Context: an optimization exercise on an open-source flow, tuned for small area, a short achievable clock period and few clock cycles. The choices shown serve that exercise and are no tape-out recipe.
At most, simulation tests tie the RTL to the original design; equivalence was not proved.
Power and IR drop assume default switching activity.

==> umber: inputs <==
// convolution
module convolution
(
output [4:0] memX_addr,
input      [7:0] dataX,
output [4:0] memY_addr,
input      [7:0] dataY,
input start,
output [15:0] dataZ,
output [5:0] memZ_addr,
output writeZ,
input      [4:0] sizeX,
input      [4:0] sizeY,
input            shape,
output busy,
output done,
input clk,
input rst_n
);
clock: 6.0 ns
lec_check: 0
abc_clock_period_in_ps: 2500
cap_margin: 20
core_margin: 2
core_utilization: 40
cts_buf_list: sky130_fd_sc_hd__clkbuf_8
place_density: 0.6
setup_slack_margin: 3.0
slew_margin: 20
standard.sh (not shown) runs the stock make flow with config.mk's settings and CLKGATE_MAP_FILE= SYNTH_SCRIPT=/design/flow/synth_recipe.tcl, a recipe that flattens the netlist after the stock synthesis.
==> flow/flow/run.sh <==
#!/bin/bash
# Own flow: the standard layout, with small buffers on the ports and a lighter clock tree.
export BUFFER_PORTS_ARGS="-buffer_cell sky130_fd_sc_hd__buf_1"
export CTS_ARGS="-sink_clustering_enable -repair_clock_nets -buf_list sky130_fd_sc_hd__clkbuf_8 -dont_use_dummy_load"
bash standard.sh finish > standard.log 2>&1
==> violet: changes against umber <==
--- a/flow/design.v
+++ b/flow/design.v
@@ -139,145 +139,94 @@
    end
    wire [4:0] jp = j + 5'd1;
    wire [4:0] jm = j - 5'd1;
    wire [4:0] ip = i + 5'd1;
    wire [4:0] im = i - 5'd1;
    wire [4:0] lo    = lo_t;
    wire [4:0] him1  = him1_t;
    wire       empty = empty_t;
-   wire [4:0] kq    = j + i;
+   wire at_lo = (zaddr == {1'b0, lo});
+   wire fin_w = ~done_r & wz & shape & (zaddr == {1'b0, him1});    
    wire j_top = (jp == sizeX);
    wire i_top = (ip == sizeY);
    wire j_bot = (j == 5'd0);
    wire i_bot = (i == 5'd0);
    wire lastK = dir ? (j_bot | i_top) : (j_top | i_bot);
    wire corner = j_top & i_top;
-   wire endT  = corner | (shape & lastK & (kq == him1));
    wire adv  = on ? lastK : 1'b1;
    wire rsel = on ? dir : 1'b1;
    wire jdec = ~adv & dir;
    wire jinc = (~adv & ~dir) | (adv & (rsel ? i_top : ~j_top));
    wire idec = ~adv & ~dir;
    wire iinc = (~adv & dir) | (adv & (rsel ? ~i_top : j_top));
    wire [15:0] accg = f3 ? 16'd0 : acc;
    wire [15:0] as   = accg ^ ps ^ pc;
    wire [15:0] ac   = (accg & ps) | (accg & pc) | (ps & pc);
-   wire [15:0] acc_n;
-   wire [15:0] ac_sh = {ac[14:0], 1'b0};
-   wire [15:0] a_p = as ^ ac_sh;
-   wire [15:0] a_g = as & ac_sh;
-   wire a_G1 = a_g[1] | (a_p[1] & a_g[0]);
-   wire a_P1 = a_p[1] & a_p[0];
-   wire a_G2 = a_g[3] | (a_p[3] & a_g[2]);
-   wire a_P2 = a_p[3] & a_p[2];
-   wire a_G3 = a_g[5] | (a_p[5] & a_g[4]);
-   wire a_P3 = a_p[5] & a_p[4];
-   wire a_G4 = a_g[7] | (a_p[7] & a_g[6]);
-   wire a_P4 = a_p[7] & a_p[6];
-   wire a_G5 = a_g[9] | (a_p[9] & a_g[8]);
-   wire a_P5 = a_p[9] & a_p[8];
-   wire a_G6 = a_g[11] | (a_p[11] & a_g[10]);
-   wire a_P6 = a_p[11] & a_p[10];
-   wire a_G7 = a_g[13] | (a_p[13] & a_g[12]);
-   wire a_P7 = a_p[13] & a_p[12];
-   wire a_G8 = a_g[15] | (a_p[15] & a_g[14]);
-   wire a_P8 = a_p[15] & a_p[14];
-   wire a_G9 = a_G2 | (a_P2 & a_G1);
-   wire a_P9 = a_P2 & a_P1;
-   wire a_G10 = a_G4 | (a_P4 & a_G3);
-   wire a_P10 = a_P4 & a_P3;
-   wire a_G11 = a_G6 | (a_P6 & a_G5);
-   wire a_P11 = a_P6 & a_P5;
-   wire a_G12 = a_G8 | (a_P8 & a_G7);
-   wire a_P12 = a_P8 & a_P7;
-   wire a_G13 = a_G10 | (a_P10 & a_G9);
-   wire a_P13 = a_P10 & a_P9;
-   wire a_G14 = a_G12 | (a_P12 & a_G11);
-   wire a_P14 = a_P12 & a_P11;
-   wire a_G15 = a_G14 | (a_P14 & a_G13);
-   wire a_P15 = a_P14 & a_P13;
-   wire a_G16 = a_G11 | (a_P11 & a_G13);
-   wire a_P16 = a_P11 & a_P13;
-   wire a_G17 = a_G3 | (a_P3 & a_G9);
-   wire a_P17 = a_P3 & a_P9;
-   wire a_G18 = a_G5 | (a_P5 & a_G13);
-   wire a_P18 = a_P5 & a_P13;
-   wire a_G19 = a_G7 | (a_P7 & a_G16);
-   wire a_P19 = a_P7 & a_P16;
-   wire a_G20 = a_g[2] | (a_p[2] & a_G1);
-   wire a_P20 = a_p[2] & a_P1;
-   wire a_G21 = a_g[4] | (a_p[4] & a_G9);
-   wire a_P21 = a_p[4] & a_P9;
-   wire a_G22 = a_g[6] | (a_p[6] & a_G17);
-   wire a_P22 = a_p[6] & a_P17;
-   wire a_G23 = a_g[8] | (a_p[8] & a_G13);
-   wire a_P23 = a_p[8] & a_P13;
-   wire a_G24 = a_g[10] | (a_p[10] & a_G18);
-   wire a_P24 = a_p[10] & a_P18;
-   wire a_G25 = a_g[12] | (a_p[12] & a_G16);
-   wire a_P25 = a_p[12] & a_P16;
-   wire a_G26 = a_g[14] | (a_p[14] & a_G19);
-   wire a_P26 = a_p[14] & a_P19;
-   assign acc_n = {a_p[15] ^ a_G26, a_p[14] ^ a_G19, a_p[13] ^ a_G25, a_p[12] ^ a_G16, a_p[11] ^ a_G24, a_p[10] ^ a_G18, a_p[9] ^ a_G23, a_p[8] ^ a_G13, a_p[7] ^ a_G22, a_p[6] ^ a_G17, a_p[5] ^ a_G21, a_p[4] ^ a_G9, a_p[3] ^ a_G20, a_p[2] ^ a_G1, a_p[1] ^ a_g[0], a_p[0]};
    always @(posedge clk or negedge rst_n) begin
       if (!rst_n) begin
          done_r <= 1'b1;
          act    <= 1'b0;
          on     <= 1'b0;
          l1 <= 1'b0; l2 <= 1'b0; l3 <= 1'b0;
          wz <= 1'b0;
       end else begin
          if (done_r) begin
             if (start) begin
                done_r <= 1'b0;
                act    <= 1'b1;
                on     <= ~shape;
             end
+         end else if (fin_w) begin
+            done_r <= 1'b1;
+            act    <= 1'b0;
+            on     <= 1'b0;
          end else if (act & ~on) begin
-            if (empty | (corner & (kq != lo))) begin
+            if (empty | (corner & ~at_lo)) begin
                act    <= 1'b0;
                done_r <= 1'b1;
-            end else if (kq == lo) begin
+            end else if (at_lo) begin
                on <= 1'b1;
             end
          end else if (act) begin
-            if (endT) begin
+            if (corner) begin
                act <= 1'b0;
                on  <= 1'b0;
             end
          end else if (wz & ~l3 & ~l2 & ~l1) begin
             done_r <= 1'b1;
          end
-         l1 <= on & lastK;
-         l2 <= l1; l3 <= l2; wz <= l3;
+         l1 <= on & lastK & ~fin_w;
+         l2 <= l1 & ~fin_w;
+         l3 <= l2 & ~fin_w;
+         wz <= l3 & ~fin_w;
       end
    end
    always @(posedge clk) begin
       if (done_r) begin
          j     <= 5'd0;
          i     <= 5'd0;
          dir   <= 1'b0;
          fst   <= 1'b1;
          zaddr <= 6'd0;
       end else begin
-         if (act & ~(~on & (kq == lo))) begin
+         if (act & ~(~on & at_lo)) begin
             j <= jdec ? jm : (jinc ? jp : j);
             i <= idec ? im : (iinc ? ip : i);
             if (adv) dir <= on & ~dir;
             fst <= adv;
          end
-         if (wz | (act & ~on & (kq != lo))) zaddr <= zaddr + 6'd1;
+         if (wz | (act & ~on & ~at_lo)) zaddr <= zaddr + 6'd1;
       end
       f1 <= fst; f2 <= f1; f3 <= f2;
       xr  <= dataX;
       yr  <= dataY;
       ps  <= ms;
       pc  <= mc;
-      acc <= acc_n;
+      acc <= as + {ac[14:0], 1'b0};
    end
    wire m_pp0_0 = xr[0] & yr[0];
    wire m_pp0_1 = xr[0] & yr[1];
    wire m_pp0_2 = xr[0] & yr[2];
    wire m_pp0_3 = xr[0] & yr[3];
    wire m_pp0_4 = xr[0] & yr[4];
    wire m_pp0_5 = xr[0] & yr[5];
    wire m_pp0_6 = xr[0] & yr[6];
==> flow/config.mk (replaced) <==
export PLATFORM = sky130hd
export DESIGN_NAME = convolution
export DESIGN_NICKNAME = convolution
export VERILOG_FILES = /design/flow/design.v
export SDC_FILE = /design/flow/constraint.sdc
export NUM_CORES = 4
export LEC_CHECK = 0
export ABC_CLOCK_PERIOD_IN_PS = 2500
export CAP_MARGIN = 20
export CORE_MARGIN = 2
export CORE_UTILIZATION = 55
export CTS_BUF_LIST = sky130_fd_sc_hd__clkbuf_8
export PLACE_DENSITY = 0.7
export SETUP_SLACK_MARGIN = 3.0
export SLEW_MARGIN = 20
export TNS_END_PERCENT = 10
==> summary of the runs <==
Against violet, the setup slack of umber is lower by 0.24 ns. In umber the cell area is higher than in violet, by 7.3%. Of violet and umber, umber has the higher routed wire length (gap 4.7%, measured against umber). Between violet and umber, the lower combinational power is in violet (gap about 30%, measured against umber). Final cell count: umber is larger than violet (4.5%).
Testbench counts of violet, summed over its fixed seeds: cycles 40,586.
Only the layout flow was run in umber; the RTL was not checked for function there.

[afterwards: timing with drivers on the ports]
The flow's constraints put no driver on any port. The routed layouts listed below were extracted and timed again, unchanged, in two steps.
Step 1 assumes that a clkbuf_16 drives the clock port and a buf_2 every other input.
Step 2, shift: input delay + t, output delay - t, t = (earliest + latest rising clock arrival at the registers) / 2. This alone moves slack from input paths to output paths.
Slacks: no drivers / after step 1 / after step 2; pairs: no drivers / after step 1.
run	t, ns	setup WS [ns]	clock arrival spread, ns
umber	0.389	2.770 / 2.770 / 2.555	0.016 / 0.016
violet	0.379	3.008 / 3.009 / 2.630	0.016 / 0.016
After both steps every run listed still meets setup and hold. The setup slack of violet, which loses most, moves by +0.001 ns with the drivers and by -0.378 ns with both steps.
